What follows belongs to an exercise in optimizing a design on an open flow for small area; a production flow would make more cautious choices.
Function was checked by simulation only, so behaviour that the tests miss may differ from the original.
No driver is modelled on the clock port, so clocking that relies on it looks cheaper here than on a real chip.
Power is estimated from default activity; no workload was simulated.

==> inputs of run a <==
==> flow/design.v <==
`default_nettype none
`timescale 1ns/1ns
module generator #(
    parameter   [31:0]  BASE_ADDRESS    = 32'h3000_0000,
    parameter   [15:0]  PERIOD          = 16'd8,
    parameter   [7:0]   RAM_END_ADDR    = 8'd0
)(
    input wire          caravel_wb_clk_i,        
    input wire          caravel_wb_rst_i,        
    input wire          caravel_wb_stb_i,        
    input wire          caravel_wb_cyc_i,        
    input wire          caravel_wb_we_i,         
    input wire  [3:0]   caravel_wb_sel_i,        
    input wire  [31:0]  caravel_wb_dat_i,        
    input wire  [31:0]  caravel_wb_adr_i,        
    output reg          caravel_wb_ack_o,        
    output wire [31:0]  caravel_wb_dat_o,        
    output wire         rambus_wb_rst_o,         
    output wire         rambus_wb_stb_o,         
    output wire         rambus_wb_cyc_o,         
    output wire         rambus_wb_we_o,          
    output wire [3:0]   rambus_wb_sel_o,         
    output wire [31:0]  rambus_wb_dat_o,         
    output reg  [7:0]   rambus_wb_adr_o,         
    input wire          rambus_wb_ack_i,         
    input wire  [31:0]  rambus_wb_dat_i,         
    output reg  [7:0]   dac,
    output wire         dbg_ram_addr_zero,
    output wire         dbg_state_run,
    output wire         dbg_dac_start,
    output wire         dbg_ram_wb_stb,
    output wire         dbg_caravel_wb_stb
);
    wire clk   = caravel_wb_clk_i;
    wire reset = caravel_wb_rst_i;
    wire nrst  = ~reset;
    wire adr_match = caravel_wb_adr_i == BASE_ADDRESS;
    wire bus_acc   = caravel_wb_stb_i & caravel_wb_cyc_i & adr_match;
    wire bus_wr    = bus_acc &  caravel_wb_we_i;
    wire bus_rd    = bus_acc & ~caravel_wb_we_i;
    reg [15:0] period;
    reg [7:0]  ram_end_addr;
    reg        run;
    wire [24:0] cfg     = {run, ram_end_addr, period};
    wire        wr_ld   = nrst & bus_wr;
    wire        wr_hd   = nrst & ~bus_wr;
    wire [24:0] cfg_ao;
    gen_ao22 #(25) u_cfg (.a(caravel_wb_dat_i[24:0]), .sa(wr_ld), .b(cfg), .sb(wr_hd), .y(cfg_ao));
    always @(posedge clk)
        {run, ram_end_addr, period} <= {cfg_ao[24:4], cfg_ao[3] | reset, cfg_ao[2:0]};
    reg [24:0] rd_data;
    wire rd_ld = nrst & bus_rd;
    wire rd_hd = nrst & ~bus_rd;
    wire [24:0] rd_nx;
    gen_ao22 #(25) u_rd (.a(cfg), .sa(rd_ld), .b(rd_data), .sb(rd_hd), .y(rd_nx));
    always @(posedge clk)
        rd_data <= rd_nx;
    assign caravel_wb_dat_o = {7'd0, rd_data};
    always @(posedge clk)
        caravel_wb_ack_o <= nrst & caravel_wb_stb_i & adr_match;
    reg        running;
    reg        upd;
    reg        dac_start_q;
    reg [1:0]  byte_count;
    reg [15:0] wait_cnt;             
    wire [16:0] wait_z;
    assign wait_z[0] = 1'b1;
    genvar gi;
    generate for (gi = 0; gi < 16; gi = gi + 1) begin : g_dec
        assign wait_z[gi+1] = wait_z[gi] & ~wait_cnt[gi];
    end endgenerate
    wire [15:0] wait_nx;
    gen_ldx #(16) u_wait (.a(period), .sa(upd), .b(wait_cnt), .t(wait_z[15:0]), .y(wait_nx));
    always @(posedge clk) begin
        dac_start_q <= upd;
        wait_cnt    <= wait_nx;
        running     <= nrst & (running | run);
        upd         <= nrst & (running ? (~upd & (wait_cnt == 16'd2)) : run);
        byte_count  <= {2{nrst}} & {byte_count[1] ^ (byte_count[0] & upd), byte_count[0] ^ upd};
    end
    wire fetch_next = dac_start_q & byte_count[1] & ~byte_count[0];
    reg        init;
    reg        req;
    reg [7:0]  ram_address;
    wire s_init  = init & ~req;
    wire s_first = init &  req;
    wire s_wait  = ~init & ~req;
    wire s_ack   = ~init &  req;
    wire fetch   = s_first | (s_wait & fetch_next);
    wire got     = s_ack & rambus_wb_ack_i;
    wire [8:0] ra_c;
    assign ra_c[0] = 1'b1;
    generate for (gi = 0; gi < 8; gi = gi + 1) begin : g_inc
        assign ra_c[gi+1] = ra_c[gi] & ram_address[gi];
    end endgenerate
    wire [7:0] ra_inc  = ram_address ^ ra_c[7:0];
    wire       ra_wrap = ra_inc == ram_end_addr;
    wire       ra_ld   = nrst & ((s_init & ~ram_address[3]) | (fetch & ~ra_wrap));
    wire       ra_hd   = nrst & ~s_init & ~fetch;
    wire       ad_ld   = nrst & fetch;
    wire       ad_hd   = nrst & ~fetch;
    wire [7:0] ra_nx, ad_nx;
    gen_ao22 #(8) u_ra (.a(ra_inc), .sa(ra_ld), .b(ram_address), .sb(ra_hd), .y(ra_nx));
    gen_ao22 #(8) u_ad (.a(ram_address), .sa(ad_ld), .b(rambus_wb_adr_o), .sb(ad_hd), .y(ad_nx));
    always @(posedge clk) begin
        init            <= reset | s_init;
        req             <= nrst & ((s_init & ram_address[3]) | fetch | (s_ack & ~rambus_wb_ack_i));
        ram_address     <= ra_nx;
        rambus_wb_adr_o <= ad_nx;
    end
    reg [31:0] dac_data;
    reg [31:0] dac_data_buf;
    wire g_ld = nrst & got;                  
    wire g_hd = nrst & ~got;
    wire b_sh = nrst & ~got & upd;           
    wire b_hd = nrst & ~got & ~upd;
    wire d_ld = nrst & upd;
    wire d_hd = nrst & ~upd;
    wire [31:0] dd_nx, buf_nx;
    wire [7:0]  dac_nx;
    gen_ao22  #(32) u_dd   (.a(rambus_wb_dat_i), .sa(g_ld), .b(dac_data), .sb(g_hd), .y(dd_nx));
    gen_ao22  #(8)  u_bufh (.a(dac_data[31:24]), .sa(g_ld), .b(dac_data_buf[31:24]), .sb(b_hd),
                            .y(buf_nx[31:24]));
    gen_ao222 #(24) u_bufl (.a(dac_data[23:0]), .sa(g_ld), .b(dac_data_buf[31:8]), .sb(b_sh),
                            .c(dac_data_buf[23:0]), .sc(b_hd), .y(buf_nx[23:0]));
    gen_ao22  #(8)  u_dac  (.a(dac_data_buf[7:0]), .sa(d_ld), .b(dac), .sb(d_hd), .y(dac_nx));
    always @(posedge clk) begin
        dac_data     <= dd_nx;
        dac_data_buf <= buf_nx;
        dac          <= dac_nx;
    end
    assign rambus_wb_stb_o    = s_ack;
    assign rambus_wb_cyc_o    = s_ack;
    assign rambus_wb_rst_o    = reset | s_init;
    assign rambus_wb_we_o     = 1'b0;
    assign rambus_wb_sel_o    = 4'b1111;
    assign rambus_wb_dat_o    = 32'd0;
    assign dbg_ram_addr_zero  = ram_address == 8'd0;
    assign dbg_state_run      = run;
    assign dbg_dac_start      = dac_start_q;
    assign dbg_ram_wb_stb     = s_ack;
    assign dbg_caravel_wb_stb = caravel_wb_stb_i;
endmodule
module gen_ao22 #(
    parameter W = 1
)(
    input  wire [W-1:0] a,
    input  wire         sa,
    input  wire [W-1:0] b,
    input  wire         sb,
    output wire [W-1:0] y
);
    assign y = ({W{sa}} & a) | ({W{sb}} & b);
endmodule
module gen_ao222 #(
    parameter W = 1
)(
    input  wire [W-1:0] a,
    input  wire         sa,
    input  wire [W-1:0] b,
    input  wire         sb,
    input  wire [W-1:0] c,
    input  wire         sc,
    output wire [W-1:0] y
);
    assign y = ({W{sa}} & a) | ({W{sb}} & b) | ({W{sc}} & c);
endmodule
module gen_ldx #(
    parameter W = 1
)(
    input  wire [W-1:0] a,
    input  wire         sa,
    input  wire [W-1:0] b,
    input  wire [W-1:0] t,
    output wire [W-1:0] y
);
    assign y = sa ? a : (b ^ t);
endmodule
==> flow/flow/run.sh <==
#!/bin/bash
# Own layout flow: the standard flow (standard synthesis unchanged), with
# minimum-size port buffers, one shared tie cell, combinational cells at their
# smallest size after floorplan, and a clock tree of small buffers, upsized
# where their slew is high.
set -euo pipefail
here=$(pwd)
export BUFFER_PORTS_ARGS="-buffer_cell sky130_fd_sc_hd__buf_1"
export CTS_ARGS="-sink_clustering_enable -repair_clock_nets -dont_use_dummy_load -buf_list sky130_fd_sc_hd__clkbuf_4 -root_buf sky130_fd_sc_hd__clkbuf_8"
export POST_FLOORPLAN_TCL=$here/flow/post_floorplan.tcl
export POST_CTS_TCL=$here/flow/post_cts.tcl
bash standard.sh > standard.log 2>&1
==> flow/flow/post_cts.tcl <==
# Runs at the end of ORFS CTS (POST_CTS_TCL): the tree is built from clkbuf_4;
# upsize to clkbuf_8 each clock buffer whose estimated output slew is above
# the target, then legalise the placement again.
set target 0.105
set_propagated_clock [all_clocks]
estimate_parasitics -placement
set changed 0
foreach inst [get_cells *] {
  if {[get_property $inst ref_name] eq "sky130_fd_sc_hd__clkbuf_4"} {
    if {[get_property [get_pins [get_name $inst]/X] slew_max] > $target} {
      replace_cell $inst [get_lib_cells sky130_fd_sc_hd__clkbuf_8]
      incr changed
    }
  }
}
puts "bench-flow: $changed clock buffers upsized"
if {$changed > 0} {
  detailed_placement
  check_placement -verbose
  estimate_parasitics -placement
}
==> flow/flow/post_floorplan.tcl <==
# Runs at the end of ORFS floorplan (POST_FLOORPLAN_TCL).
# 1. Drive every constant output from one tie cell (LO and HI pins of one conb_1).
# 2. Swap each combinational cell for the smallest-area cell of the same function.

set block [ord::get_db_block]

set ties {}
foreach inst [$block getInsts] {
  if {[[$inst getMaster] getName] eq "sky130_fd_sc_hd__conb_1"} {
    lappend ties $inst
  }
}
puts "bench-flow: [llength $ties] tie cells before merging"
if {[llength $ties] > 1} {
  set keep [lindex $ties 0]
  foreach pin {LO HI} {
    set kit [$keep findITerm $pin]
    set knet [$kit getNet]
    foreach tie [lrange $ties 1 end] {
      set it [$tie findITerm $pin]
      set net [$it getNet]
      if {$net eq "NULL" || $net eq ""} { continue }
      if {$knet eq "NULL" || $knet eq ""} {
        set knet [odb::dbNet_create $block "tie_${pin}_shared"]
        $kit connect $knet
      }
      foreach other [$net getITerms] {
        if {$other ne $it} {
          $other disconnect
          $other connect $knet
        }
      }
      foreach bt [$net getBTerms] {
        $bt disconnect
        $bt connect $knet
      }
      $it disconnect
    }
  }
  foreach tie [lrange $ties 1 end] {
    foreach pin {LO HI} {
      set net [[$tie findITerm $pin] getNet]
      if {$net ne "NULL" && $net ne ""} { [$tie findITerm $pin] disconnect }
    }
    odb::dbInst_destroy $tie
  }
  # drop nets left without pins
  foreach net [$block getNets] {
    if {[llength [$net getITerms]] == 0 && [llength [$net getBTerms]] == 0} {
      odb::dbNet_destroy $net
    }
  }
}

set area_of {}
foreach lc [get_lib_cells sky130_fd_sc_hd__*] {
  dict set area_of [get_name $lc] [get_property $lc area]
}
set dont_use $::env(DONT_USE_CELLS)
set swapped 0
foreach inst [$block getInsts] {
  set m [[$inst getMaster] getName]
  if {![regexp {^sky130_fd_sc_hd__(.+)_([0-9]+)$} $m -> base sz]} { continue }
  if {[regexp {^(df|edf|sdf|sedf|dl|conb|tap|fill|decap|clk|lpflow|diode|probe)} $base]} { continue }
  set best $m
  set best_area [dict get $area_of $m]
  dict for {name a} $area_of {
    if {[regexp "^sky130_fd_sc_hd__${base}_\[0-9\]+\$" $name] && [lsearch -exact $dont_use $name] < 0} {
      if {$a < $best_area} { set best $name; set best_area $a }
    }
  }
  if {$best ne $m} {
    replace_cell [get_cells [$inst getName]] [get_lib_cells $best]
    incr swapped
  }
}
puts "bench-flow: $swapped cells swapped for smaller ones"
==> flow/standard.sh <==
#!/bin/bash
# synth_recipe.tcl (not shown) runs the flow's synth.tcl, then flattens the netlist and writes it again
# the make line also repeats each setting of config.mk as NAME=value (left out here)
make -C /OpenROAD-flow-scripts/flow DESIGN_CONFIG=/design/flow/config.mk WORK_HOME=/design/flow/orfs CLKGATE_MAP_FILE= SYNTH_SCRIPT=/design/flow/synth_recipe.tcl "${@:-finish}"
==> flow/config.mk <==
export PLATFORM = sky130hd
export DESIGN_NAME = generator
export DESIGN_NICKNAME = generator
export VERILOG_FILES = /design/flow/design.v
export SDC_FILE = /design/flow/constraint.sdc
export NUM_CORES = 4
export LEC_CHECK = 0
export CAP_MARGIN = 0
export CORE_MARGIN = 2
export CORE_UTILIZATION = 85
export PLACE_DENSITY = 0.9
export SLEW_MARGIN = 0
export SYNTH_HIERARCHICAL = 1
export SYNTH_MINIMUM_KEEP_SIZE = 0
==> flow/constraint.sdc <==
create_clock -name core_clock -period 10.0 [get_ports {caravel_wb_clk_i}]
set_input_delay 2.0000 -clock core_clock [delete_from_list [all_inputs] [get_ports {caravel_wb_clk_i}]]
set_output_delay 2.0000 -clock core_clock [all_outputs]
set_load 0.01 [all_outputs]
==> run b: changes against run a <==
--- a/flow/design.v
+++ b/flow/design.v
@@ -70,7 +70,9 @@
         assign wait_z[gi+1] = wait_z[gi] & ~wait_cnt[gi];
     end endgenerate
     wire [15:0] wait_nx;
-    gen_ldx #(16) u_wait (.a(period), .sa(upd), .b(wait_cnt), .t(wait_z[15:0]), .y(wait_nx));
+    gen_ldx #(15) u_wait (.a(period[15:1]), .sa(upd), .b(wait_cnt[15:1]), .t(wait_z[15:1]),
+                          .y(wait_nx[15:1]));
+    assign wait_nx[0] = upd ? period[0] : ~wait_cnt[0];
     always @(posedge clk) begin
         dac_start_q <= upd;
         wait_cnt    <= wait_nx;
Settings changed: CORE_UTILIZATION 85 to 80, PLACE_DENSITY 0.9 to 0.85.
==> run c: changes against run a <==
--- a/flow/design.v
+++ b/flow/design.v
@@ -70,7 +70,9 @@
         assign wait_z[gi+1] = wait_z[gi] & ~wait_cnt[gi];
     end endgenerate
     wire [15:0] wait_nx;
-    gen_ldx #(16) u_wait (.a(period), .sa(upd), .b(wait_cnt), .t(wait_z[15:0]), .y(wait_nx));
+    gen_ldx #(15) u_wait (.a(period[15:1]), .sa(upd), .b(wait_cnt[15:1]), .t(wait_z[15:1]),
+                          .y(wait_nx[15:1]));
+    assign wait_nx[0] = upd ? period[0] : ~wait_cnt[0];
     always @(posedge clk) begin
         dac_start_q <= upd;
         wait_cnt    <= wait_nx;
--- a/flow/flow/post_cts.tcl
+++ b/flow/flow/post_cts.tcl
@@ -1,7 +1,7 @@
 # Runs at the end of ORFS CTS (POST_CTS_TCL): the tree is built from clkbuf_4;
 # upsize to clkbuf_8 each clock buffer whose estimated output slew is above
 # the target, then legalise the placement again.
-set target 0.105
+set target 0.115
 set_propagated_clock [all_clocks]
 estimate_parasitics -placement
 set changed 0
==> metrics list <==
- Summed over all nets, the switching power comes to 0.299 mW.
* Arr. time, crit path: 2.72 ns
- Area share of xor/xnor cells in the synthesized design: 0.0352
- The number of cells on the worst reg-to-reg path is 11.
* Clk Latency, worst-skew pair: 0.42 ns
- Max Clock Skew: 0.0301 ns
- Summing every instance area after synthesis gives 6220 µm².
* Register share of the cell area: 0.506
* Result of the run: no timing/DRC/antenna violations
Source of the figures above: run c

==> metrics list <==
- Area share of xor/xnor cells in the synthesized design: 0.0352
- Pre-antenna DRT Iters: 7
- Result of the run: no timing/DRC/antenna violations
- Registers represent a cell area share of 0.504.
* Summed instance area of the synthesized netlist: 6220 µm²
- Arr. time, crit path: 2.73 ns
- The worst register-to-register path ends at ram_address[2].
* End point of the critical path: rambus_wb_rst_o
* Clk Latency, worst-skew pair: 0.41 ns
* Switching power summed over all nets: 0.299 mW
- Switching part of the total power: 0.259
Source of the figures above: run b

==> metrics list <==
- The mapped netlist covers 6250 µm².
- For met3 alone, demand over resource in global routing was 0.0763.
- Result of the run: no timing/DRC/antenna violations
* Signal buffers: 148
- In the final layout, the registers with the most flip-flops are dac_data x32, dac_data_buf x32, rd_data x25.
* Arr. time, crit path: 2.67 ns
- Power in the clock group: 0.289 mW
* Worst-case reg-to-reg path depth: 7
- The analysis attributes to net switching a power of 0.279 mW.
- The later pin in the worst-skew pair is clocked with a latency of 0.42 ns.
* Setup TNS after final layout: 0 ns
* Synth area leader: sky130_fd_sc_hd__dfxtp_1
* End point of the critical path: rambus_wb_rst_o
* Max Clock Skew: 0.0348 ns
Source of the figures above: run a

-- static timing again, ports no longer ideal --
The results above use ideal ports. As a check the final layouts listed here were re-extracted and re-timed, cells and wires unchanged.
Step 1 sets driving cells, clkbuf_16 on the clock port and buf_2 on the other inputs (assumed; they add their load-dependent delay and slew).
Step 2 also shifts input and output timing later by t, the mid clock arrival at the registers, as if the neighbouring blocks saw the same clock.
a / b / c = ideal / step 1 / step 2; a / b = the first two.
run	t (ns)	setup WS [ns]	worst setup path at the end	worst register clock-pin slew, ns	cell pins on the clock port's net
run a	0.435	5.332 / 5.302 / 5.302	input to output	0.11 / 0.11	1
run b	0.434	5.269 / 5.246 / 5.246	input to output	0.10 / 0.10	1
run c	0.438	5.280 / 5.248 / 5.248	input to output	0.11 / 0.11	1
After both steps setup and hold are still met in every run listed. The setup slack of run c, which loses most, moves by -0.032 ns with the drivers and by -0.032 ns with both steps.
